This is an optimization exercise on Yosys and OpenROAD, whose aim is small area, not a production implementation. The RTL was checked by simulation tests, not by an equivalence proof against the original design. Power is estimated from default activity; no workload was simulated.

$ cat flow/design.v
module fa (input a, b, c, output s, co);
  assign s = a ^ b ^ c;
  assign co = (a & b) | (a & c) | (b & c);
endmodule
module xr (input a, b, output y);
  assign y = a ^ b;
endmodule
module ha (input a, b, output s, co);
  assign s = a ^ b;
  assign co = a & b;
endmodule
module csa8 (
  input [63:0] p,
  output h
);
  wire t1, t2;
  fa ft1 (.a(p[0]), .b(p[8]), .c(p[16]), .s(t1), .co(t2));
  wire t3, t4;
  fa ft3 (.a(p[24]), .b(p[32]), .c(p[40]), .s(t3), .co(t4));
  wire t5, t6;
  fa ft5 (.a(p[48]), .b(p[56]), .c(t1), .s(t5), .co(t6));
  wire t7, t8;
  ha ht7 (.a(t3), .b(t5), .s(t7), .co(t8));
  wire t9, t10;
  fa ft9 (.a(p[1]), .b(p[9]), .c(p[17]), .s(t9), .co(t10));
  wire t11, t12;
  fa ft11 (.a(p[25]), .b(p[33]), .c(p[41]), .s(t11), .co(t12));
  wire t13, t14;
  fa ft13 (.a(p[49]), .b(p[57]), .c(t2), .s(t13), .co(t14));
  wire t15, t16;
  fa ft15 (.a(t4), .b(t9), .c(t11), .s(t15), .co(t16));
  wire t17, t18;
  fa ft17 (.a(t6), .b(t13), .c(t15), .s(t17), .co(t18));
  wire t19, t20;
  ha ht19 (.a(t8), .b(t17), .s(t19), .co(t20));
  wire t21, t22;
  fa ft21 (.a(p[2]), .b(p[10]), .c(p[18]), .s(t21), .co(t22));
  wire t23, t24;
  fa ft23 (.a(p[26]), .b(p[34]), .c(p[42]), .s(t23), .co(t24));
  wire t25, t26;
  fa ft25 (.a(p[50]), .b(p[58]), .c(t10), .s(t25), .co(t26));
  wire t27, t28;
  fa ft27 (.a(t12), .b(t21), .c(t23), .s(t27), .co(t28));
  wire t29, t30;
  fa ft29 (.a(t14), .b(t16), .c(t25), .s(t29), .co(t30));
  wire t31, t32;
  fa ft31 (.a(t27), .b(t18), .c(t29), .s(t31), .co(t32));
  wire t33, t34;
  ha ht33 (.a(t20), .b(t31), .s(t33), .co(t34));
  wire t35, t36;
  fa ft35 (.a(p[3]), .b(p[11]), .c(p[19]), .s(t35), .co(t36));
  wire t37, t38;
  fa ft37 (.a(p[27]), .b(p[35]), .c(p[43]), .s(t37), .co(t38));
  wire t39, t40;
  fa ft39 (.a(p[51]), .b(p[59]), .c(t22), .s(t39), .co(t40));
  wire t41, t42;
  fa ft41 (.a(t24), .b(t35), .c(t37), .s(t41), .co(t42));
  wire t43, t44;
  fa ft43 (.a(t26), .b(t28), .c(t39), .s(t43), .co(t44));
  wire t45, t46;
  fa ft45 (.a(t41), .b(t30), .c(t43), .s(t45), .co(t46));
  wire t47, t48;
  fa ft47 (.a(t32), .b(t45), .c(t34), .s(t47), .co(t48));
  wire t49, t50;
  fa ft49 (.a(p[4]), .b(p[12]), .c(p[20]), .s(t49), .co(t50));
  wire t51, t52;
  fa ft51 (.a(p[28]), .b(p[36]), .c(p[44]), .s(t51), .co(t52));
  wire t53, t54;
  fa ft53 (.a(p[52]), .b(p[60]), .c(t36), .s(t53), .co(t54));
  wire t55, t56;
  fa ft55 (.a(t38), .b(t49), .c(t51), .s(t55), .co(t56));
  wire t57, t58;
  fa ft57 (.a(t40), .b(t42), .c(t53), .s(t57), .co(t58));
  wire t59, t60;
  fa ft59 (.a(t55), .b(t44), .c(t57), .s(t59), .co(t60));
  wire t61, t62;
  fa ft61 (.a(t46), .b(t59), .c(t48), .s(t61), .co(t62));
  wire t63, t64;
  fa ft63 (.a(p[5]), .b(p[13]), .c(p[21]), .s(t63), .co(t64));
  wire t65, t66;
  fa ft65 (.a(p[29]), .b(p[37]), .c(p[45]), .s(t65), .co(t66));
  wire t67, t68;
  fa ft67 (.a(p[53]), .b(p[61]), .c(t50), .s(t67), .co(t68));
  wire t69, t70;
  fa ft69 (.a(t52), .b(t63), .c(t65), .s(t69), .co(t70));
  wire t71, t72;
  fa ft71 (.a(t54), .b(t56), .c(t67), .s(t71), .co(t72));
  wire t73, t74;
  fa ft73 (.a(t69), .b(t58), .c(t71), .s(t73), .co(t74));
  wire t75, t76;
  fa ft75 (.a(t60), .b(t73), .c(t62), .s(t75), .co(t76));
  wire t77, t78;
  fa ft77 (.a(p[6]), .b(p[14]), .c(p[22]), .s(t77), .co(t78));
  wire t79, t80;
  fa ft79 (.a(p[30]), .b(p[38]), .c(p[46]), .s(t79), .co(t80));
  wire t81, t82;
  fa ft81 (.a(p[54]), .b(p[62]), .c(t64), .s(t81), .co(t82));
  wire t83, t84;
  fa ft83 (.a(t66), .b(t77), .c(t79), .s(t83), .co(t84));
  wire t85, t86;
  fa ft85 (.a(t68), .b(t70), .c(t81), .s(t85), .co(t86));
  wire t87, t88;
  fa ft87 (.a(t83), .b(t72), .c(t85), .s(t87), .co(t88));
  wire t89, t90;
  fa ft89 (.a(t74), .b(t87), .c(t76), .s(t89), .co(t90));
  wire t91;
  xr xt91 (.a(p[7]), .b(p[15]), .y(t91));
  wire t92;
  xr xt92 (.a(p[23]), .b(p[31]), .y(t92));
  wire t93;
  xr xt93 (.a(p[39]), .b(p[47]), .y(t93));
  wire t94;
  xr xt94 (.a(p[55]), .b(p[63]), .y(t94));
  wire t95;
  xr xt95 (.a(t91), .b(t92), .y(t95));
  wire t96;
  xr xt96 (.a(t93), .b(t94), .y(t96));
  wire t97;
  xr xt97 (.a(t78), .b(t80), .y(t97));
  wire t98;
  xr xt98 (.a(t95), .b(t96), .y(t98));
  wire t99;
  xr xt99 (.a(t97), .b(t98), .y(t99));
  wire t100;
  xr xt100 (.a(t82), .b(t84), .y(t100));
  wire t101;
  xr xt101 (.a(t99), .b(t100), .y(t101));
  wire t102;
  xr xt102 (.a(t86), .b(t101), .y(t102));
  wire t103;
  xr xt103 (.a(t102), .b(t88), .y(t103));
  wire t104;
  xr xt104 (.a(t103), .b(t90), .y(t104));
  wire [7:0] s = {t104, t89, t75, t61, t47, t33, t19, t7};
  assign h = s[7] & (|s[6:0]);
endmodule
module csa32 (
  input [255:0] p,
  output h
);
  wire t1, t2;
  fa ft1 (.a(p[0]), .b(p[8]), .c(p[16]), .s(t1), .co(t2));
  wire t3, t4;
  fa ft3 (.a(p[24]), .b(p[32]), .c(p[40]), .s(t3), .co(t4));
  wire t5, t6;
  fa ft5 (.a(p[48]), .b(p[56]), .c(p[64]), .s(t5), .co(t6));
  wire t7, t8;
  fa ft7 (.a(p[72]), .b(p[80]), .c(p[88]), .s(t7), .co(t8));
  wire t9, t10;
  fa ft9 (.a(p[96]), .b(p[104]), .c(p[112]), .s(t9), .co(t10));
  wire t11, t12;
  fa ft11 (.a(p[120]), .b(p[128]), .c(p[136]), .s(t11), .co(t12));
  wire t13, t14;
  fa ft13 (.a(p[144]), .b(p[152]), .c(p[160]), .s(t13), .co(t14));
  wire t15, t16;
  fa ft15 (.a(p[168]), .b(p[176]), .c(p[184]), .s(t15), .co(t16));
  wire t17, t18;
  fa ft17 (.a(p[192]), .b(p[200]), .c(p[208]), .s(t17), .co(t18));
  wire t19, t20;
  fa ft19 (.a(p[216]), .b(p[224]), .c(p[232]), .s(t19), .co(t20));
  wire t21, t22;
  fa ft21 (.a(p[240]), .b(p[248]), .c(t1), .s(t21), .co(t22));
  wire t23, t24;
  fa ft23 (.a(t3), .b(t5), .c(t7), .s(t23), .co(t24));
  wire t25, t26;
  fa ft25 (.a(t9), .b(t11), .c(t13), .s(t25), .co(t26));
  wire t27, t28;
  fa ft27 (.a(t15), .b(t17), .c(t19), .s(t27), .co(t28));
  wire t29, t30;
  fa ft29 (.a(t21), .b(t23), .c(t25), .s(t29), .co(t30));
  wire t31, t32;
  ha ht31 (.a(t27), .b(t29), .s(t31), .co(t32));
  wire t33, t34;
  fa ft33 (.a(p[1]), .b(p[9]), .c(p[17]), .s(t33), .co(t34));
  wire t35, t36;
  fa ft35 (.a(p[25]), .b(p[33]), .c(p[41]), .s(t35), .co(t36));
  wire t37, t38;
  fa ft37 (.a(p[49]), .b(p[57]), .c(p[65]), .s(t37), .co(t38));
  wire t39, t40;
  fa ft39 (.a(p[73]), .b(p[81]), .c(p[89]), .s(t39), .co(t40));
  wire t41, t42;
  fa ft41 (.a(p[97]), .b(p[105]), .c(p[113]), .s(t41), .co(t42));
  wire t43, t44;
  fa ft43 (.a(p[121]), .b(p[129]), .c(p[137]), .s(t43), .co(t44));
  wire t45, t46;
  fa ft45 (.a(p[145]), .b(p[153]), .c(p[161]), .s(t45), .co(t46));
  wire t47, t48;
  fa ft47 (.a(p[169]), .b(p[177]), .c(p[185]), .s(t47), .co(t48));
  wire t49, t50;
  fa ft49 (.a(p[193]), .b(p[201]), .c(p[209]), .s(t49), .co(t50));
  wire t51, t52;
  fa ft51 (.a(p[217]), .b(p[225]), .c(p[233]), .s(t51), .co(t52));
  wire t53, t54;
  fa ft53 (.a(p[241]), .b(p[249]), .c(t2), .s(t53), .co(t54));
  wire t55, t56;
  fa ft55 (.a(t4), .b(t6), .c(t8), .s(t55), .co(t56));
  wire t57, t58;
  fa ft57 (.a(t10), .b(t12), .c(t14), .s(t57), .co(t58));
  wire t59, t60;
  fa ft59 (.a(t16), .b(t18), .c(t20), .s(t59), .co(t60));
  wire t61, t62;
  fa ft61 (.a(t33), .b(t35), .c(t37), .s(t61), .co(t62));
  wire t63, t64;
  fa ft63 (.a(t39), .b(t41), .c(t43), .s(t63), .co(t64));
  wire t65, t66;
  fa ft65 (.a(t45), .b(t47), .c(t49), .s(t65), .co(t66));
  wire t67, t68;
  fa ft67 (.a(t51), .b(t22), .c(t24), .s(t67), .co(t68));
  wire t69, t70;
  fa ft69 (.a(t26), .b(t28), .c(t53), .s(t69), .co(t70));
  wire t71, t72;
  fa ft71 (.a(t55), .b(t57), .c(t59), .s(t71), .co(t72));
  wire t73, t74;
  fa ft73 (.a(t61), .b(t63), .c(t65), .s(t73), .co(t74));
  wire t75, t76;
  fa ft75 (.a(t30), .b(t67), .c(t69), .s(t75), .co(t76));
  wire t77, t78;
  fa ft77 (.a(t71), .b(t73), .c(t32), .s(t77), .co(t78));
  wire t79, t80;
  ha ht79 (.a(t75), .b(t77), .s(t79), .co(t80));
  wire t81, t82;
  fa ft81 (.a(p[2]), .b(p[10]), .c(p[18]), .s(t81), .co(t82));
  wire t83, t84;
  fa ft83 (.a(p[26]), .b(p[34]), .c(p[42]), .s(t83), .co(t84));
  wire t85, t86;
  fa ft85 (.a(p[50]), .b(p[58]), .c(p[66]), .s(t85), .co(t86));
  wire t87, t88;
  fa ft87 (.a(p[74]), .b(p[82]), .c(p[90]), .s(t87), .co(t88));
  wire t89, t90;
  fa ft89 (.a(p[98]), .b(p[106]), .c(p[114]), .s(t89), .co(t90));
  wire t91, t92;
  fa ft91 (.a(p[122]), .b(p[130]), .c(p[138]), .s(t91), .co(t92));
  wire t93, t94;
  fa ft93 (.a(p[146]), .b(p[154]), .c(p[162]), .s(t93), .co(t94));
  wire t95, t96;
  fa ft95 (.a(p[170]), .b(p[178]), .c(p[186]), .s(t95), .co(t96));
  wire t97, t98;
  fa ft97 (.a(p[194]), .b(p[202]), .c(p[210]), .s(t97), .co(t98));
  wire t99, t100;
  fa ft99 (.a(p[218]), .b(p[226]), .c(p[234]), .s(t99), .co(t100));
  wire t101, t102;
  fa ft101 (.a(p[242]), .b(p[250]), .c(t34), .s(t101), .co(t102));
  wire t103, t104;
  fa ft103 (.a(t36), .b(t38), .c(t40), .s(t103), .co(t104));
  wire t105, t106;
  fa ft105 (.a(t42), .b(t44), .c(t46), .s(t105), .co(t106));
  wire t107, t108;
  fa ft107 (.a(t48), .b(t50), .c(t52), .s(t107), .co(t108));
  wire t109, t110;
  fa ft109 (.a(t81), .b(t83), .c(t85), .s(t109), .co(t110));
  wire t111, t112;
  fa ft111 (.a(t87), .b(t89), .c(t91), .s(t111), .co(t112));
  wire t113, t114;
  fa ft113 (.a(t93), .b(t95), .c(t97), .s(t113), .co(t114));
  wire t115, t116;
  fa ft115 (.a(t99), .b(t54), .c(t56), .s(t115), .co(t116));
  wire t117, t118;
  fa ft117 (.a(t58), .b(t60), .c(t62), .s(t117), .co(t118));
  wire t119, t120;
  fa ft119 (.a(t64), .b(t66), .c(t101), .s(t119), .co(t120));
  wire t121, t122;
  fa ft121 (.a(t103), .b(t105), .c(t107), .s(t121), .co(t122));
  wire t123, t124;
  fa ft123 (.a(t109), .b(t111), .c(t113), .s(t123), .co(t124));
  wire t125, t126;
  fa ft125 (.a(t68), .b(t70), .c(t72), .s(t125), .co(t126));
  wire t127, t128;
  fa ft127 (.a(t74), .b(t115), .c(t117), .s(t127), .co(t128));
  wire t129, t130;
  fa ft129 (.a(t119), .b(t121), .c(t123), .s(t129), .co(t130));
  wire t131, t132;
  fa ft131 (.a(t76), .b(t125), .c(t127), .s(t131), .co(t132));
  wire t133, t134;
  fa ft133 (.a(t129), .b(t78), .c(t80), .s(t133), .co(t134));
  wire t135, t136;
  ha ht135 (.a(t131), .b(t133), .s(t135), .co(t136));
  wire t137, t138;
  fa ft137 (.a(p[3]), .b(p[11]), .c(p[19]), .s(t137), .co(t138));
  wire t139, t140;
  fa ft139 (.a(p[27]), .b(p[35]), .c(p[43]), .s(t139), .co(t140));
  wire t141, t142;
  fa ft141 (.a(p[51]), .b(p[59]), .c(p[67]), .s(t141), .co(t142));
  wire t143, t144;
  fa ft143 (.a(p[75]), .b(p[83]), .c(p[91]), .s(t143), .co(t144));
  wire t145, t146;
  fa ft145 (.a(p[99]), .b(p[107]), .c(p[115]), .s(t145), .co(t146));
  wire t147, t148;
  fa ft147 (.a(p[123]), .b(p[131]), .c(p[139]), .s(t147), .co(t148));
  wire t149, t150;
  fa ft149 (.a(p[147]), .b(p[155]), .c(p[163]), .s(t149), .co(t150));
  wire t151, t152;
  fa ft151 (.a(p[171]), .b(p[179]), .c(p[187]), .s(t151), .co(t152));
  wire t153, t154;
  fa ft153 (.a(p[195]), .b(p[203]), .c(p[211]), .s(t153), .co(t154));
  wire t155, t156;
  fa ft155 (.a(p[219]), .b(p[227]), .c(p[235]), .s(t155), .co(t156));
  wire t157, t158;
  fa ft157 (.a(p[243]), .b(p[251]), .c(t82), .s(t157), .co(t158));
  wire t159, t160;
  fa ft159 (.a(t84), .b(t86), .c(t88), .s(t159), .co(t160));
  wire t161, t162;
  fa ft161 (.a(t90), .b(t92), .c(t94), .s(t161), .co(t162));
  wire t163, t164;
  fa ft163 (.a(t96), .b(t98), .c(t100), .s(t163), .co(t164));
  wire t165, t166;
  fa ft165 (.a(t137), .b(t139), .c(t141), .s(t165), .co(t166));
  wire t167, t168;
  fa ft167 (.a(t143), .b(t145), .c(t147), .s(t167), .co(t168));
  wire t169, t170;
  fa ft169 (.a(t149), .b(t151), .c(t153), .s(t169), .co(t170));
  wire t171, t172;
  fa ft171 (.a(t155), .b(t102), .c(t104), .s(t171), .co(t172));
  wire t173, t174;
  fa ft173 (.a(t106), .b(t108), .c(t110), .s(t173), .co(t174));
  wire t175, t176;
  fa ft175 (.a(t112), .b(t114), .c(t157), .s(t175), .co(t176));
  wire t177, t178;
  fa ft177 (.a(t159), .b(t161), .c(t163), .s(t177), .co(t178));
  wire t179, t180;
  fa ft179 (.a(t165), .b(t167), .c(t169), .s(t179), .co(t180));
  wire t181, t182;
  fa ft181 (.a(t116), .b(t118), .c(t120), .s(t181), .co(t182));
  wire t183, t184;
  fa ft183 (.a(t122), .b(t124), .c(t171), .s(t183), .co(t184));
  wire t185, t186;
  fa ft185 (.a(t173), .b(t175), .c(t177), .s(t185), .co(t186));
  wire t187, t188;
  fa ft187 (.a(t179), .b(t126), .c(t128), .s(t187), .co(t188));
  wire t189, t190;
  fa ft189 (.a(t130), .b(t181), .c(t183), .s(t189), .co(t190));
  wire t191, t192;
  fa ft191 (.a(t185), .b(t132), .c(t187), .s(t191), .co(t192));
  wire t193, t194;
  fa ft193 (.a(t189), .b(t134), .c(t191), .s(t193), .co(t194));
  wire t195, t196;
  ha ht195 (.a(t136), .b(t193), .s(t195), .co(t196));
  wire t197, t198;
  fa ft197 (.a(p[4]), .b(p[12]), .c(p[20]), .s(t197), .co(t198));
  wire t199, t200;
  fa ft199 (.a(p[28]), .b(p[36]), .c(p[44]), .s(t199), .co(t200));
  wire t201, t202;
  fa ft201 (.a(p[52]), .b(p[60]), .c(p[68]), .s(t201), .co(t202));
  wire t203, t204;
  fa ft203 (.a(p[76]), .b(p[84]), .c(p[92]), .s(t203), .co(t204));
  wire t205, t206;
  fa ft205 (.a(p[100]), .b(p[108]), .c(p[116]), .s(t205), .co(t206));
  wire t207, t208;
  fa ft207 (.a(p[124]), .b(p[132]), .c(p[140]), .s(t207), .co(t208));
  wire t209, t210;
  fa ft209 (.a(p[148]), .b(p[156]), .c(p[164]), .s(t209), .co(t210));
  wire t211, t212;
  fa ft211 (.a(p[172]), .b(p[180]), .c(p[188]), .s(t211), .co(t212));
  wire t213, t214;
  fa ft213 (.a(p[196]), .b(p[204]), .c(p[212]), .s(t213), .co(t214));
  wire t215, t216;
  fa ft215 (.a(p[220]), .b(p[228]), .c(p[236]), .s(t215), .co(t216));
  wire t217, t218;
  fa ft217 (.a(p[244]), .b(p[252]), .c(t138), .s(t217), .co(t218));
  wire t219, t220;
  fa ft219 (.a(t140), .b(t142), .c(t144), .s(t219), .co(t220));
  wire t221, t222;
  fa ft221 (.a(t146), .b(t148), .c(t150), .s(t221), .co(t222));
  wire t223, t224;
  fa ft223 (.a(t152), .b(t154), .c(t156), .s(t223), .co(t224));
  wire t225, t226;
  fa ft225 (.a(t197), .b(t199), .c(t201), .s(t225), .co(t226));
  wire t227, t228;
  fa ft227 (.a(t203), .b(t205), .c(t207), .s(t227), .co(t228));
  wire t229, t230;
  fa ft229 (.a(t209), .b(t211), .c(t213), .s(t229), .co(t230));
  wire t231, t232;
  fa ft231 (.a(t215), .b(t158), .c(t160), .s(t231), .co(t232));
  wire t233, t234;
  fa ft233 (.a(t162), .b(t164), .c(t166), .s(t233), .co(t234));
  wire t235, t236;
  fa ft235 (.a(t168), .b(t170), .c(t217), .s(t235), .co(t236));
  wire t237, t238;
  fa ft237 (.a(t219), .b(t221), .c(t223), .s(t237), .co(t238));
  wire t239, t240;
  fa ft239 (.a(t225), .b(t227), .c(t229), .s(t239), .co(t240));
  wire t241, t242;
  fa ft241 (.a(t172), .b(t174), .c(t176), .s(t241), .co(t242));
  wire t243, t244;
  fa ft243 (.a(t178), .b(t180), .c(t231), .s(t243), .co(t244));
  wire t245, t246;
  fa ft245 (.a(t233), .b(t235), .c(t237), .s(t245), .co(t246));
  wire t247, t248;
  fa ft247 (.a(t239), .b(t182), .c(t184), .s(t247), .co(t248));
  wire t249, t250;
  fa ft249 (.a(t186), .b(t241), .c(t243), .s(t249), .co(t250));
  wire t251, t252;
  fa ft251 (.a(t245), .b(t188), .c(t190), .s(t251), .co(t252));
  wire t253, t254;
  fa ft253 (.a(t247), .b(t249), .c(t192), .s(t253), .co(t254));
  wire t255, t256;
  fa ft255 (.a(t251), .b(t194), .c(t253), .s(t255), .co(t256));
  wire t257, t258;
  ha ht257 (.a(t196), .b(t255), .s(t257), .co(t258));
  wire t259, t260;
  fa ft259 (.a(p[5]), .b(p[13]), .c(p[21]), .s(t259), .co(t260));
  wire t261, t262;
  fa ft261 (.a(p[29]), .b(p[37]), .c(p[45]), .s(t261), .co(t262));
  wire t263, t264;
  fa ft263 (.a(p[53]), .b(p[61]), .c(p[69]), .s(t263), .co(t264));
  wire t265, t266;
  fa ft265 (.a(p[77]), .b(p[85]), .c(p[93]), .s(t265), .co(t266));
  wire t267, t268;
  fa ft267 (.a(p[101]), .b(p[109]), .c(p[117]), .s(t267), .co(t268));
  wire t269, t270;
  fa ft269 (.a(p[125]), .b(p[133]), .c(p[141]), .s(t269), .co(t270));
  wire t271, t272;
  fa ft271 (.a(p[149]), .b(p[157]), .c(p[165]), .s(t271), .co(t272));
  wire t273, t274;
  fa ft273 (.a(p[173]), .b(p[181]), .c(p[189]), .s(t273), .co(t274));
  wire t275, t276;
  fa ft275 (.a(p[197]), .b(p[205]), .c(p[213]), .s(t275), .co(t276));
  wire t277, t278;
  fa ft277 (.a(p[221]), .b(p[229]), .c(p[237]), .s(t277), .co(t278));
  wire t279, t280;
  fa ft279 (.a(p[245]), .b(p[253]), .c(t198), .s(t279), .co(t280));
  wire t281, t282;
  fa ft281 (.a(t200), .b(t202), .c(t204), .s(t281), .co(t282));
  wire t283, t284;
  fa ft283 (.a(t206), .b(t208), .c(t210), .s(t283), .co(t284));
  wire t285, t286;
  fa ft285 (.a(t212), .b(t214), .c(t216), .s(t285), .co(t286));
  wire t287, t288;
  fa ft287 (.a(t259), .b(t261), .c(t263), .s(t287), .co(t288));
  wire t289, t290;
  fa ft289 (.a(t265), .b(t267), .c(t269), .s(t289), .co(t290));
  wire t291, t292;
  fa ft291 (.a(t271), .b(t273), .c(t275), .s(t291), .co(t292));
  wire t293, t294;
  fa ft293 (.a(t277), .b(t218), .c(t220), .s(t293), .co(t294));
  wire t295, t296;
  fa ft295 (.a(t222), .b(t224), .c(t226), .s(t295), .co(t296));
  wire t297, t298;
  fa ft297 (.a(t228), .b(t230), .c(t279), .s(t297), .co(t298));
  wire t299, t300;
  fa ft299 (.a(t281), .b(t283), .c(t285), .s(t299), .co(t300));
  wire t301, t302;
  fa ft301 (.a(t287), .b(t289), .c(t291), .s(t301), .co(t302));
  wire t303, t304;
  fa ft303 (.a(t232), .b(t234), .c(t236), .s(t303), .co(t304));
  wire t305, t306;
  fa ft305 (.a(t238), .b(t240), .c(t293), .s(t305), .co(t306));
  wire t307, t308;
  fa ft307 (.a(t295), .b(t297), .c(t299), .s(t307), .co(t308));
  wire t309, t310;
  fa ft309 (.a(t301), .b(t242), .c(t244), .s(t309), .co(t310));
  wire t311, t312;
  fa ft311 (.a(t246), .b(t303), .c(t305), .s(t311), .co(t312));
  wire t313, t314;
  fa ft313 (.a(t307), .b(t248), .c(t250), .s(t313), .co(t314));
  wire t315, t316;
  fa ft315 (.a(t309), .b(t311), .c(t252), .s(t315), .co(t316));
  wire t317, t318;
  fa ft317 (.a(t313), .b(t254), .c(t315), .s(t317), .co(t318));
  wire t319, t320;
  fa ft319 (.a(t256), .b(t317), .c(t258), .s(t319), .co(t320));
  wire t321, t322;
  fa ft321 (.a(p[6]), .b(p[14]), .c(p[22]), .s(t321), .co(t322));
  wire t323, t324;
  fa ft323 (.a(p[30]), .b(p[38]), .c(p[46]), .s(t323), .co(t324));
  wire t325, t326;
  fa ft325 (.a(p[54]), .b(p[62]), .c(p[70]), .s(t325), .co(t326));
  wire t327, t328;
  fa ft327 (.a(p[78]), .b(p[86]), .c(p[94]), .s(t327), .co(t328));
  wire t329, t330;
  fa ft329 (.a(p[102]), .b(p[110]), .c(p[118]), .s(t329), .co(t330));
  wire t331, t332;
  fa ft331 (.a(p[126]), .b(p[134]), .c(p[142]), .s(t331), .co(t332));
  wire t333, t334;
  fa ft333 (.a(p[150]), .b(p[158]), .c(p[166]), .s(t333), .co(t334));
  wire t335, t336;
  fa ft335 (.a(p[174]), .b(p[182]), .c(p[190]), .s(t335), .co(t336));
  wire t337, t338;
  fa ft337 (.a(p[198]), .b(p[206]), .c(p[214]), .s(t337), .co(t338));
  wire t339, t340;
  fa ft339 (.a(p[222]), .b(p[230]), .c(p[238]), .s(t339), .co(t340));
  wire t341, t342;
  fa ft341 (.a(p[246]), .b(p[254]), .c(t260), .s(t341), .co(t342));
  wire t343, t344;
  fa ft343 (.a(t262), .b(t264), .c(t266), .s(t343), .co(t344));
  wire t345, t346;
  fa ft345 (.a(t268), .b(t270), .c(t272), .s(t345), .co(t346));
  wire t347, t348;
  fa ft347 (.a(t274), .b(t276), .c(t278), .s(t347), .co(t348));
  wire t349, t350;
  fa ft349 (.a(t321), .b(t323), .c(t325), .s(t349), .co(t350));
  wire t351, t352;
  fa ft351 (.a(t327), .b(t329), .c(t331), .s(t351), .co(t352));
  wire t353, t354;
  fa ft353 (.a(t333), .b(t335), .c(t337), .s(t353), .co(t354));
  wire t355, t356;
  fa ft355 (.a(t339), .b(t280), .c(t282), .s(t355), .co(t356));
  wire t357, t358;
  fa ft357 (.a(t284), .b(t286), .c(t288), .s(t357), .co(t358));
  wire t359, t360;
  fa ft359 (.a(t290), .b(t292), .c(t341), .s(t359), .co(t360));
  wire t361, t362;
  fa ft361 (.a(t343), .b(t345), .c(t347), .s(t361), .co(t362));
  wire t363, t364;
  fa ft363 (.a(t349), .b(t351), .c(t353), .s(t363), .co(t364));
  wire t365, t366;
  fa ft365 (.a(t294), .b(t296), .c(t298), .s(t365), .co(t366));
  wire t367, t368;
  fa ft367 (.a(t300), .b(t302), .c(t355), .s(t367), .co(t368));
  wire t369, t370;
  fa ft369 (.a(t357), .b(t359), .c(t361), .s(t369), .co(t370));
  wire t371, t372;
  fa ft371 (.a(t363), .b(t304), .c(t306), .s(t371), .co(t372));
  wire t373, t374;
  fa ft373 (.a(t308), .b(t365), .c(t367), .s(t373), .co(t374));
  wire t375, t376;
  fa ft375 (.a(t369), .b(t310), .c(t312), .s(t375), .co(t376));
  wire t377, t378;
  fa ft377 (.a(t371), .b(t373), .c(t314), .s(t377), .co(t378));
  wire t379, t380;
  fa ft379 (.a(t375), .b(t316), .c(t377), .s(t379), .co(t380));
  wire t381, t382;
  fa ft381 (.a(t318), .b(t379), .c(t320), .s(t381), .co(t382));
  wire t383;
  xr xt383 (.a(p[7]), .b(p[15]), .y(t383));
  wire t384;
  xr xt384 (.a(p[23]), .b(p[31]), .y(t384));
  wire t385;
  xr xt385 (.a(p[39]), .b(p[47]), .y(t385));
  wire t386;
  xr xt386 (.a(p[55]), .b(p[63]), .y(t386));
  wire t387;
  xr xt387 (.a(p[71]), .b(p[79]), .y(t387));
  wire t388;
  xr xt388 (.a(p[87]), .b(p[95]), .y(t388));
  wire t389;
  xr xt389 (.a(p[103]), .b(p[111]), .y(t389));
  wire t390;
  xr xt390 (.a(p[119]), .b(p[127]), .y(t390));
  wire t391;
  xr xt391 (.a(p[135]), .b(p[143]), .y(t391));
  wire t392;
  xr xt392 (.a(p[151]), .b(p[159]), .y(t392));
  wire t393;
  xr xt393 (.a(p[167]), .b(p[175]), .y(t393));
  wire t394;
  xr xt394 (.a(p[183]), .b(p[191]), .y(t394));
  wire t395;
  xr xt395 (.a(p[199]), .b(p[207]), .y(t395));
  wire t396;
  xr xt396 (.a(p[215]), .b(p[223]), .y(t396));
  wire t397;
  xr xt397 (.a(p[231]), .b(p[239]), .y(t397));
  wire t398;
  xr xt398 (.a(p[247]), .b(p[255]), .y(t398));
  wire t399;
  xr xt399 (.a(t383), .b(t384), .y(t399));
  wire t400;
  xr xt400 (.a(t385), .b(t386), .y(t400));
  wire t401;
  xr xt401 (.a(t387), .b(t388), .y(t401));
  wire t402;
  xr xt402 (.a(t389), .b(t390), .y(t402));
  wire t403;
  xr xt403 (.a(t391), .b(t392), .y(t403));
  wire t404;
  xr xt404 (.a(t393), .b(t394), .y(t404));
  wire t405;
  xr xt405 (.a(t395), .b(t396), .y(t405));
  wire t406;
  xr xt406 (.a(t397), .b(t398), .y(t406));
  wire t407;
  xr xt407 (.a(t322), .b(t324), .y(t407));
  wire t408;
  xr xt408 (.a(t326), .b(t328), .y(t408));
  wire t409;
  xr xt409 (.a(t330), .b(t332), .y(t409));
  wire t410;
  xr xt410 (.a(t334), .b(t336), .y(t410));
  wire t411;
  xr xt411 (.a(t338), .b(t340), .y(t411));
  wire t412;
  xr xt412 (.a(t399), .b(t400), .y(t412));
  wire t413;
  xr xt413 (.a(t401), .b(t402), .y(t413));
  wire t414;
  xr xt414 (.a(t403), .b(t404), .y(t414));
  wire t415;
  xr xt415 (.a(t405), .b(t406), .y(t415));
  wire t416;
  xr xt416 (.a(t407), .b(t408), .y(t416));
  wire t417;
  xr xt417 (.a(t409), .b(t410), .y(t417));
  wire t418;
  xr xt418 (.a(t411), .b(t412), .y(t418));
  wire t419;
  xr xt419 (.a(t413), .b(t414), .y(t419));
  wire t420;
  xr xt420 (.a(t415), .b(t342), .y(t420));
  wire t421;
  xr xt421 (.a(t344), .b(t346), .y(t421));
  wire t422;
  xr xt422 (.a(t348), .b(t350), .y(t422));
  wire t423;
  xr xt423 (.a(t352), .b(t354), .y(t423));
  wire t424;
  xr xt424 (.a(t416), .b(t417), .y(t424));
  wire t425;
  xr xt425 (.a(t418), .b(t419), .y(t425));
  wire t426;
  xr xt426 (.a(t420), .b(t421), .y(t426));
  wire t427;
  xr xt427 (.a(t422), .b(t423), .y(t427));
  wire t428;
  xr xt428 (.a(t424), .b(t425), .y(t428));
  wire t429;
  xr xt429 (.a(t356), .b(t358), .y(t429));
  wire t430;
  xr xt430 (.a(t360), .b(t362), .y(t430));
  wire t431;
  xr xt431 (.a(t364), .b(t426), .y(t431));
  wire t432;
  xr xt432 (.a(t427), .b(t428), .y(t432));
  wire t433;
  xr xt433 (.a(t429), .b(t430), .y(t433));
  wire t434;
  xr xt434 (.a(t431), .b(t432), .y(t434));
  wire t435;
  xr xt435 (.a(t366), .b(t368), .y(t435));
  wire t436;
  xr xt436 (.a(t370), .b(t433), .y(t436));
  wire t437;
  xr xt437 (.a(t434), .b(t435), .y(t437));
  wire t438;
  xr xt438 (.a(t436), .b(t372), .y(t438));
  wire t439;
  xr xt439 (.a(t374), .b(t437), .y(t439));
  wire t440;
  xr xt440 (.a(t438), .b(t439), .y(t440));
  wire t441;
  xr xt441 (.a(t376), .b(t440), .y(t441));
  wire t442;
  xr xt442 (.a(t441), .b(t378), .y(t442));
  wire t443;
  xr xt443 (.a(t442), .b(t380), .y(t443));
  wire t444;
  xr xt444 (.a(t443), .b(t382), .y(t444));
  wire [7:0] s = {t444, t381, t319, t257, t195, t135, t79, t31};
  assign h = s[7] & (|s[6:0]);
endmodule
module neuron_layer
#(
	parameter SIZE = 32
)
(
	input [SIZE-1:0] in,
	input [7:0] set_weight,
	input [4:0] set_addr,
	input [5:0] set_unit,
	input swr, clk,
	output out
);
	reg [1:0] ph;
	wire [1:0] ph_next = ph + 2'd1;
	always @ (posedge clk) ph <= ph_next;
	reg [7:0] in_d1, in_d2, in_r_n;
	reg [7:0] rot;
	integer k, r;
	always @ (*)
		for (r = 0; r < 2; r = r + 1)
			for (k = 0; k < 4; k = k + 1)
				rot[4*r + k] = in_d2[4*r + ((k - ph_next) & 3)];
	always @ (posedge clk) begin
		in_d1 <= in[7:0];
		in_d2 <= in_d1;
		in_r_n <= ~rot;
	end
	reg [2:0] q_v;                  
	reg [4:0] q_u [1:3];
	reg [2:0] q_a [1:3];
	reg [7:0] q_w [1:3];
	wire [3:0] v;
	wire [4:0] u [0:3];
	wire [2:0] a [0:3];
	wire [31:0] wq_n;               
	assign v[0] = swr & ~set_unit[5];
	assign u[0] = set_unit[4:0];
	assign a[0] = set_addr[2:0];
	assign wq_n[7:0] = ~set_weight;
	genvar i, j, d;
	generate
		for (d = 1; d < 4; d = d + 1) begin : stage
			assign v[d] = q_v[d-1];
			assign u[d] = q_u[d];
			assign a[d] = q_a[d];
			assign wq_n[8*d +: 8] = ~q_w[d];
		end
	endgenerate
	always @ (posedge clk) begin
		q_v <= {q_v[1:0], v[0]};
		q_u[1] <= u[0]; q_u[2] <= q_u[1]; q_u[3] <= q_u[2];
		q_a[1] <= a[0]; q_a[2] <= q_a[1]; q_a[3] <= q_a[2];
		q_w[1] <= set_weight; q_w[2] <= q_w[1]; q_w[3] <= q_w[2];
	end
	wire [3:0] land;
	generate
		for (d = 0; d < 4; d = d + 1) begin : landing
			wire [3:0] newer;
			for (j = 0; j < 4; j = j + 1) begin : cmp
				if (j < d)
					assign newer[j] = v[j] & (u[j] == u[d]) & (a[j] == a[d]);
				else
					assign newer[j] = 1'b0;
			end
			assign land[d] = v[d] & (a[d][1:0] == ~ph) & ~|newer;
		end
	endgenerate
	wire [7:0] lo_dec [0:3];
	wire [7:0] hi_dec [0:3];
	generate
		for (d = 0; d < 4; d = d + 1) begin : dec
			for (j = 0; j < 8; j = j + 1) begin : l
				assign lo_dec[d][j] = land[d] & (a[d][2] == j[2]) & (u[d][1:0] == j[1:0]);
				assign hi_dec[d][j] = (u[d][4:2] == j);
			end
		end
	endgenerate
	wire [31:0] h;
	generate
		for (i = 0; i < 32; i = i + 1) begin : layer_generation
			wire [7:0] sel;         
			for (d = 0; d < 4; d = d + 1) begin : s
				assign sel[d]     = lo_dec[d][{1'b0, i[1:0]}] & hi_dec[d][i[4:2]];
				assign sel[4 + d] = lo_dec[d][{1'b1, i[1:0]}] & hi_dec[d][i[4:2]];
			end
			neuron neuron_inst (
				.clk (clk),
				.in_n (in_r_n),
				.wq_n (wq_n),
				.sel (sel),
				.h (h[i])
			);
		end
	endgenerate
	reg [31:0] h_n;
	always @ (posedge clk) h_n <= ~h;
	wire o;
	r_neuron r_neuron_inst (
		.clk (clk),
		.in_n (h_n),
		.wd_n (~set_weight),
		.set_addr (set_addr),
		.sel (swr & set_unit[5]),
		.h (o)
	);
	reg o_r, out_r;
	always @ (posedge clk) begin
		o_r <= o;
		out_r <= o_r;
	end
	assign out = out_r;
endmodule
module neuron (
	input clk,
	input [7:0] in_n,        
	input [31:0] wq_n,       
	input [7:0] sel,         
	output h
);
	reg [63:0] w_n;          
	wire [63:0] p;
	genvar r, k;
	generate
		for (r = 0; r < 2; r = r + 1) begin : ring
			wire [3:0] s = sel[4*r +: 4];
			wire hold = ~|s;
			wire [7:0] nw;
			for (k = 0; k < 8; k = k + 1) begin : b
				rbit rb (
					.s0 (s[0]), .x0 (wq_n[k]),
					.s1 (s[1]), .x1 (wq_n[8 + k]),
					.s2 (s[2]), .x2 (wq_n[16 + k]),
					.s3 (s[3]), .x3 (wq_n[24 + k]),
					.hold (hold), .y (w_n[8*(4*r+3) + k]),
					.d (nw[k])
				);
			end
			always @ (posedge clk) begin
				w_n[8*(4*r) +: 8] <= nw;
				w_n[8*(4*r+1) +: 8] <= w_n[8*(4*r) +: 8];
				w_n[8*(4*r+2) +: 8] <= w_n[8*(4*r+1) +: 8];
				w_n[8*(4*r+3) +: 8] <= w_n[8*(4*r+2) +: 8];
			end
		end
		for (k = 0; k < 8; k = k + 1) begin : prod
			assign p[8*k +: 8] = ~(w_n[8*k +: 8] | {8{in_n[k]}});
		end
	endgenerate
	csa8 sum (.p (p), .h (h));
endmodule
module rbit (
	input s0, x0, s1, x1, s2, x2, s3, x3, hold, y,
	output d
);
	assign d = ~(~((s0 & x0) | (s1 & x1)) & ~((s2 & x2) | (s3 & x3) | (hold & y)));
endmodule
module r_neuron (
	input clk,
	input [31:0] in_n,
	input [7:0] wd_n,
	input [4:0] set_addr,
	input sel,
	output h
);
	reg [255:0] w_n;
	wire [255:0] p;
	genvar i;
	generate
		for (i = 0; i < 32; i = i + 1) begin : weights
			always @ (posedge clk)
				if (sel && set_addr == i)
					w_n[i*8 +: 8] <= wd_n;
			assign p[i*8 +: 8] = ~(w_n[i*8 +: 8] | {8{in_n[i]}});
		end
	endgenerate
	csa32 sum (.p (p), .h (h));
endmodule
$ cat flow/run.sh
#!/bin/bash
# synth_recipe.tcl (not shown) runs the flow's synth.tcl, then flattens the netlist and writes it again
# the make line also repeats each setting of config.mk as NAME=value (left out here)
make -C /OpenROAD-flow-scripts/flow DESIGN_CONFIG=/design/flow/config.mk WORK_HOME=/design/flow/orfs CLKGATE_MAP_FILE= SYNTH_SCRIPT=/design/flow/synth_recipe.tcl finish
$ cat flow/config.mk
export PLATFORM = sky130hd
export DESIGN_NAME = neuron_layer
export DESIGN_NICKNAME = neuron_layer
export VERILOG_FILES = /design/flow/design.v
export SDC_FILE = /design/flow/constraint.sdc
export NUM_CORES = 4
export LEC_CHECK = 0
export CAP_MARGIN = 20
export CORE_MARGIN = 2
export CORE_UTILIZATION = 65
export CTS_BUF_LIST = sky130_fd_sc_hd__clkbuf_8
export CTS_CLUSTER_DIAMETER = 60
export CTS_CLUSTER_SIZE = 16
export PLACE_DENSITY = 0.75
export SLEW_MARGIN = 20
export SYNTH_HIERARCHICAL = 1
$ cat flow/constraint.sdc
create_clock -name core_clock -period 7.0 [get_ports {clk}]
set_input_delay 1.4000 -clock core_clock [delete_from_list [all_inputs] [get_ports {clk}]]
set_output_delay 1.4000 -clock core_clock [all_outputs]
set_load 0.01 [all_outputs]
==> results of run 1 <==
worst max-delay path by stage:
stage | cells after the start | slack, ns | endpoint | start
floorplan | 15 | 1.27 | o_r | h_n[0]
global placement | 15 | 1.03 | h_n[12] | in_r_n[3]
detailed placement | 14 | 0.95 | o_r | h_n[0]
CTS | 14 | 0.96 | o_r | h_n[6]
global route | 13 | 0.69 | h_n[24] | in_r_n[3]
finish | 14 | 0.81 | h_n[5] | in_r_n[1]
layer usage:
metal | routed length, microns | part of all wire
met5 | 10 | 0.000028
met4 | 27400 | 0.076
met3 | 50900 | 0.14
met2 | 158000 | 0.44
met1 | 123000 | 0.34
per-module statistics from Yosys, one instance, submodules excluded:
module	flip-flops and latches	times used	cells	area, sq um
fa	0	1530	1	20.0
csa32	0	1	3	25.0
neuron_layer	111	1	765	5850
xr	0	510	1	8.76
ha	0	101	1	12.5
neuron	64	32	138	1590
rbit	0	512	3	21.3
r_neuron	256	1	591	9000
csa8	0	32	3	25.0
registers in the layout, summed over array words and instances (netlist names):
signal and flops:
layer_generation.neuron_inst.w_n 2048, r_neuron_inst.w_n 256, h_n 32, q_w 24, q_u 15, q_a 9
in_d1 8, in_d2 8, in_r_n 8, q_v 3, ph 2, o_r 1
out_r 1
worst max-delay path, cell delays in order (launching register included):
cell,delay [ns]
dfxtp_4,0.69
buf_12,0.39
nor2_1,0.13
fa_1,0.49
fa_1,0.45
fa_1,0.54
fa_1,0.41
ha_1,0.22
fa_1,0.38
fa_1,0.40
fa_1,0.41
fa_1,0.40
xor2_1,0.23
a21boi_1,0.68
inv_1,0.10
area by class of cell:
type / instances / area (sq um)
multi-input cells: 6681 / 61200
fillers: 12400 / 51800
flip-flops and latches: 2415 / 50900
repair buffers: 343 / 3050
well taps: 2325 / 2910
clock buffers: 199 / 2740
clock inverters: 90 / 828
inverters: 74 / 337
diodes: 14 / 35.0
cell families after synthesis:
logic type / share of synthesized area
DFF: 0.448
muxes: 0.00158
adders and majority gates: 0.281
AOI/OAI and AO/OA: 0.0812
xor gates and xnor gates: 0.0437
and+or+nand+nor: 0.127
buffers and inverters: 0.0183
power by group:
group	internal (W)	switching, W
clock	0.00310	0.00475
combinational	0.0119	0.0157
sequential	0.0145	0.000523
total	0.0295	0.0209
stage by stage:
| step | utilization | setup slack, ns |
|---|---|---|
| 3_5_place_dp | 0.681 | 0.955 |
| 4_1_cts | 0.702 | 0.955 |
| 3_3_place_gp | 0.681 | 1.03 |
| 5_1_grt | 0.702 | 0.686 |
| 6_report | 0.702 | 0.809 |
| 2_1_floorplan | - | 1.27 |
placed cells by master (no fill, tap or decap), types with 33 or more instances in the layout:
| cell | instances |
|---|---|
| a22oi_1 | 512 |
| ha_1 | 101 |
| fa_1 | 1530 |
| dfxtp_1 | 2151 |
| nor4_1 | 36 |
| nor2_1 | 2493 |
| a222oi_1 | 512 |
| nor3_1 | 45 |
| xor2_1 | 538 |
| nand2_1 | 529 |
| a21boi_1 | 33 |
| buf_4 | 281 |
| clkbuf_8 | 199 |
| inv_1 | 81 |
| nor4_2 | 163 |
| edfxtp_1 | 256 |
| nand4_1 | 71 |
==> results.cfg, run 1 <==
[power]
p_leak_nw = 48.6
peakVddDrop_uv = 2490
power_w = 0.0505
cellPowerDensity_nw_per_um2 = 413

[min_path]
hold_end = layer_generation[19].neuron_inst.w_n[28]
hold_depth = 0
min_from = layer_generation[19].neuron_inst.w_n[20]
worstHoldPathType = register to register

[global_route]
overflow = 0
globalRouteMet2Util = 0.607
busiest_layer = met2
antenna_found_initial = 18
first_global_vias = 85800
grtUsageMet1 = 0.511
grt.met3_usage = 0.129
track_usage = 0.404
grt_max_degree = 97
grt_pass1_wl_microns = 535000

[synth]
ys_seq_area_frac = 0.448
synth_area_sq_um = 114000
yosys_most_used_dff = dfxtp_1
yosys-top-cells-area = dfxtp_1 38%, fa_1 27%, nor2_1 8.2%
yosysWarningCount = 12
synthArstFlopShare = 0
netlist_instances = 9548
syn_nets = 11200
yosysMostFrequentCell = nor2_1
synth_top_area_frac = 0.380
ys_ff_latch = 2415
synth.distinct_cells = 39
yosysTopAreaCell = dfxtp_1
synth_area_per_cell_sq_um = 11.9
synthTopCellsByCount = 2495 x nor2_1, 2159 x dfxtp_1, 1530 x fa_1, 538 x xor2_1, 530 x nand2_1
synth_edf_count = 256

[worst_setup_path]
cp-start-kind = register
path_class = register to register
rrSetupSlack_ns = 0.81
end_kind = register
arrival_ns = 7.07
crit_fanout = 63
worstReg2RegStart = in_r_n[1]
rr_worst_depth = 14
r2r-end = h_n[5]
cp.required_ns = 7.88

[final_layout]
final_nets = 11400
drive_gt1_frac = 0.0816
final_cell_area_sq_um = 122000
syn_to_final_growth_pct = 7.34
final_cells = 12100

[route]
vias = 81500
first_iter_violations = 13500
antenna_left = 0
drtPass1Iterations = 14
wl_per_cell_microns = 29.5
routed_wl_microns = 359000
via_per_inst = 6.72
drc = 0

[run]
max_cap_viol_count = 0

[sta]
tightest_slew_ns = 1.29
drv_slew = 0
relSlewSlack = 0.140
final-hold-violation-count = 0
grt_setup_unrepaired = false
period_needed_ns = 6.19
finalSetupViolations = 0
fin_worst_skew_ns = 0.0525
holdWs_ns = 0.325
timing.final.crit_share = 0.884
max_freq_mhz = 162
setup_tns_ns = 0

[placement]
dp_cells = 11800
port_buffers = 29
place_area_sq_um = 118000
place_hpwl_microns = 235000
gp_congestion = 0.983

[clocking]
path_clk_slew_ns = 0.10
cts_root_buffer = clkbuf_8
postCtsSetupBuffers = 0
clk_path_buf_depth = 3
numCtsBuffers = 185
clock-sinks = 2415
cts_tree = built
htreeDepth = 4
cts_hold_buf = 0
clk_latency_ns = 1.03
cts_resized = 0

[floorplan]
core_area_sq_um = 174000
die_height_microns = 422
initial_core_util = 0.654
io_pins = 54
design.die.area_sq_um = 178000
die_w_microns = 422
rows = 153

[outcome]
outcome = finished clean
==> run 2: changes to the inputs <==
--- a/flow/config.mk
+++ b/flow/config.mk
@@ -8,9 +8,9 @@
 export CAP_MARGIN = 20
 export CORE_MARGIN = 2
-export CORE_UTILIZATION = 65
+export CORE_UTILIZATION = 72
 export CTS_BUF_LIST = sky130_fd_sc_hd__clkbuf_8
 export CTS_CLUSTER_DIAMETER = 60
 export CTS_CLUSTER_SIZE = 16
-export PLACE_DENSITY = 0.75
+export PLACE_DENSITY = 0.82
 export SLEW_MARGIN = 20
 export SYNTH_HIERARCHICAL = 1
==> results.cfg, run 2 <==
[outcome]
outcome = finished clean

[route]
antenna_left = 0
vias = 82700
first_iter_violations = 15100
via_per_inst = 7.00
drtPass1Iterations = 13
drc = 0
wl_per_cell_microns = 30.1
routed_wl_microns = 356000

[synth]
yosys_most_used_dff = dfxtp_1
synth_area_sq_um = 114000
yosysMostFrequentCell = nor2_1
ys_seq_area_frac = 0.448
syn_nets = 11200
synth_top_area_frac = 0.380
netlist_instances = 9548
synth.distinct_cells = 39
synth_area_per_cell_sq_um = 11.9
ys_ff_latch = 2415
synthArstFlopShare = 0
yosys-top-cells-area = dfxtp_1 38%, fa_1 27%, nor2_1 8.2%
yosysTopAreaCell = dfxtp_1
synthTopCellsByCount = 2495 x nor2_1, 2159 x dfxtp_1, 1530 x fa_1, 538 x xor2_1, 530 x nand2_1
synth_edf_count = 256
yosysWarningCount = 12

[sta]
setup_tns_ns = 0
tightest_slew_ns = 1.35
fin_worst_skew_ns = 0.0497
relSlewSlack = 0.101
final-hold-violation-count = 0
drv_slew = 0
grt_setup_unrepaired = false
timing.final.crit_share = 0.871
period_needed_ns = 6.10
max_freq_mhz = 164
finalSetupViolations = 0

[global_route]
grt_pass1_wl_microns = 531000
overflow = 0
first_global_vias = 87400
grt_max_degree = 68
track_usage = 0.446
antenna_found_initial = 25

[clocking]
cts_resized = 0
path_clk_slew_ns = 0.11
cts_root_buffer = clkbuf_8
clock-sinks = 2415
htreeDepth = 4
cts_tree = built
postCtsSetupBuffers = 0
numCtsBuffers = 178
clk_latency_ns = 1.01
cts_hold_buf = 0
clk_path_buf_depth = 3

[min_path]
hold_end = layer_generation[26].neuron_inst.w_n[28]
hold_depth = 0
min_from = layer_generation[26].neuron_inst.w_n[20]
worstHoldPathType = register to register

[run]
max_cap_viol_count = 0

[floorplan]
core_area_sq_um = 157000
design.die.area_sq_um = 161000
io_pins = 54
initial_core_util = 0.726
rows = 145
die_w_microns = 401
die_height_microns = 401

[placement]
port_buffers = 29
place_hpwl_microns = 233000
gp_congestion = 0.995

[worst_setup_path]
crit_path_start = in_r_n[1]
path_class = register to register
crit_path_cell_trace = buf_12, nor2_1, fa_1, fa_1, fa_1, fa_1, ha_1, fa_1, fa_1, fa_1, fa_1, xor2_1, a21boi_1, inv_1
cp-start-kind = register
worstReg2RegStart = in_r_n[1]
crit_fanout = 37
path_depth = 14
rr_worst_depth = 14
crit_family = adder cells
arrival_ns = 6.93
rrSetupSlack_ns = 0.90
r2r-end = h_n[21]
cpMostUsedCell = fa_1
critPathSlowestCell = dfxtp_4
critical-path-max-stage-delay_ns = 0.82
end_kind = register
crit_buf_inv = 2
cp.required_ns = 7.83

[final_layout]
largest-register = layer_generation.neuron_inst.w_n
largest_reg_flops = 2048
drive_gt1_frac = 0.0770
layout_commonest_cell = nor2_1
syn_to_final_growth_pct = 6.64
largestRegisters = layer_generation.neuron_inst.w_n (2048), r_neuron_inst.w_n (256), h_n (32)
final_nets = 11300
final_cell_mix = 2492 x nor2_1, 2151 x dfxtp_1, 1530 x fa_1

[power]
p_leak_nw = 48.2
peakVddDrop_uv = 3610
power_w = 0.0498
cellPowerDensity_nw_per_um2 = 410
## run 2: cell counts after synthesis
No cell type changed its count.
## run 2: routing by layer
metal  track usage  up-vias  share of wire  wire [microns]
met1         0.539    40600           0.32          115000
li1              -    32900              -               -
met5        0.0104        -        0.00095             339
met4         0.329       25          0.093           33300
met3         0.171     2215           0.15           54300
met2         0.654     6947           0.43          153000
## run 2: worst max path at each step
stage | slack, ns | to
after floorplan | 1.27 | o_r
after global placement | 1.05 | o_r
after detailed placement | 0.99 | o_r
after CTS | 0.96 | o_r
after global routing | 0.71 | o_r
final | 0.90 | h_n[21]
## run 2: cells by family after synthesis
logic type,count (synthesis),share of synthesized area
buf+inv,452,0.0183
fa+ha+maj,1631,0.281
xor+xnor,567,0.0437
mux,8,0.00158
compound gates,1058,0.0812
simple gates,3417,0.127
flops,2415,0.448
## run 2: cell type report
| type | instances | area (sq um) |
|---|---|---|
| Antenna cell | 25 | 62.6 |
| Clock buffer | 191 | 2630 |
| Clock inverter | 66 | 507 |
| Fill cell | 9593 | 35300 |
| Inverter | 74 | 328 |
| Multi-Input combinational cell | 6681 | 61400 |
| Sequential cell | 2415 | 50900 |
| Tap cell | 2058 | 2570 |
| Timing Repair Buffer | 306 | 2820 |
## run 2: metrics by stage
step           area, sq um   util  std cells  setup WS, ns  hold slack [ns]
3_3_place_gp        118000  0.753      11500          1.05            0.310
5_1_grt             121000  0.774      11800         0.710            0.335
3_5_place_dp        118000  0.753      11500         0.987            0.312
6_report            121000  0.774      11800         0.900            0.311
2_1_floorplan       114000      -       9548          1.27            0.310
4_1_cts             121000  0.773      11800         0.963            0.319
## run 2: worst register-to-register path, stage by stage (launching register included)
cell and delay (ns):
dfxtp_4 0.82, buf_12 0.35, nor2_1 0.16, fa_1 0.49, fa_1 0.45, fa_1 0.55, fa_1 0.44, ha_1 0.22
fa_1 0.38, fa_1 0.40, fa_1 0.41, fa_1 0.39, xor2_1 0.21, a21boi_1 0.40, inv_1 0.27
## run 2: power by group
| group | leakage, nW | switching (W) | internal, W | total (W) |
|---|---|---|---|---|
| clock | 1.70 | 0.00464 | 0.00271 | 0.00735 |
| combinational | 26.7 | 0.0154 | 0.0119 | 0.0274 |
| sequential | 19.8 | 0.000524 | 0.0145 | 0.0150 |
| total | 48.2 | 0.0206 | 0.0292 | 0.0498 |
## run 2: Yosys stat by module, one instance, submodules excluded, excerpt
module	flops+latches	cell area (sq um)
csa32	0	25.0
fa	0	20.0
ha	0	12.5
neuron	64	1590
neuron_layer	111	5850
r_neuron	256	9000
rbit	0	21.3
xr	0	8.76

-- static timing again, ports no longer ideal --
The flow's constraints put no driver on any port. The routed layouts listed below were extracted and timed again, unchanged, in two steps. Step 1 sets driving cells, clkbuf_16 on the clock port and buf_2 on the other inputs (assumed; they add their load-dependent delay and slew). Step 2 moves the port delays by t, midway between the first and last clock arrival at a register: inputs arrive t later, outputs are due t later. That takes back most of the time a late clock gives input paths. a / b / c = ideal / step 1 / step 2; a / b = the first two.
| run | t (ns) | slack for setup (ns) | hold WS [ns] | latest minus earliest clock arrival (ns) | worst data-port slew with drivers (ns) |
|---|---|---|---|---|---|
| run 1 | 1.083 | 0.809 / 0.809 / 0.809 | 0.325 / 0.325 / 0.325 | 0.056 / 0.057 | 0.19 |
| run 2 | 1.071 | 0.900 / 0.900 / 0.900 | 0.311 / 0.311 / 0.311 | 0.054 / 0.053 | 0.21 |
After both steps every run listed still meets setup and hold.
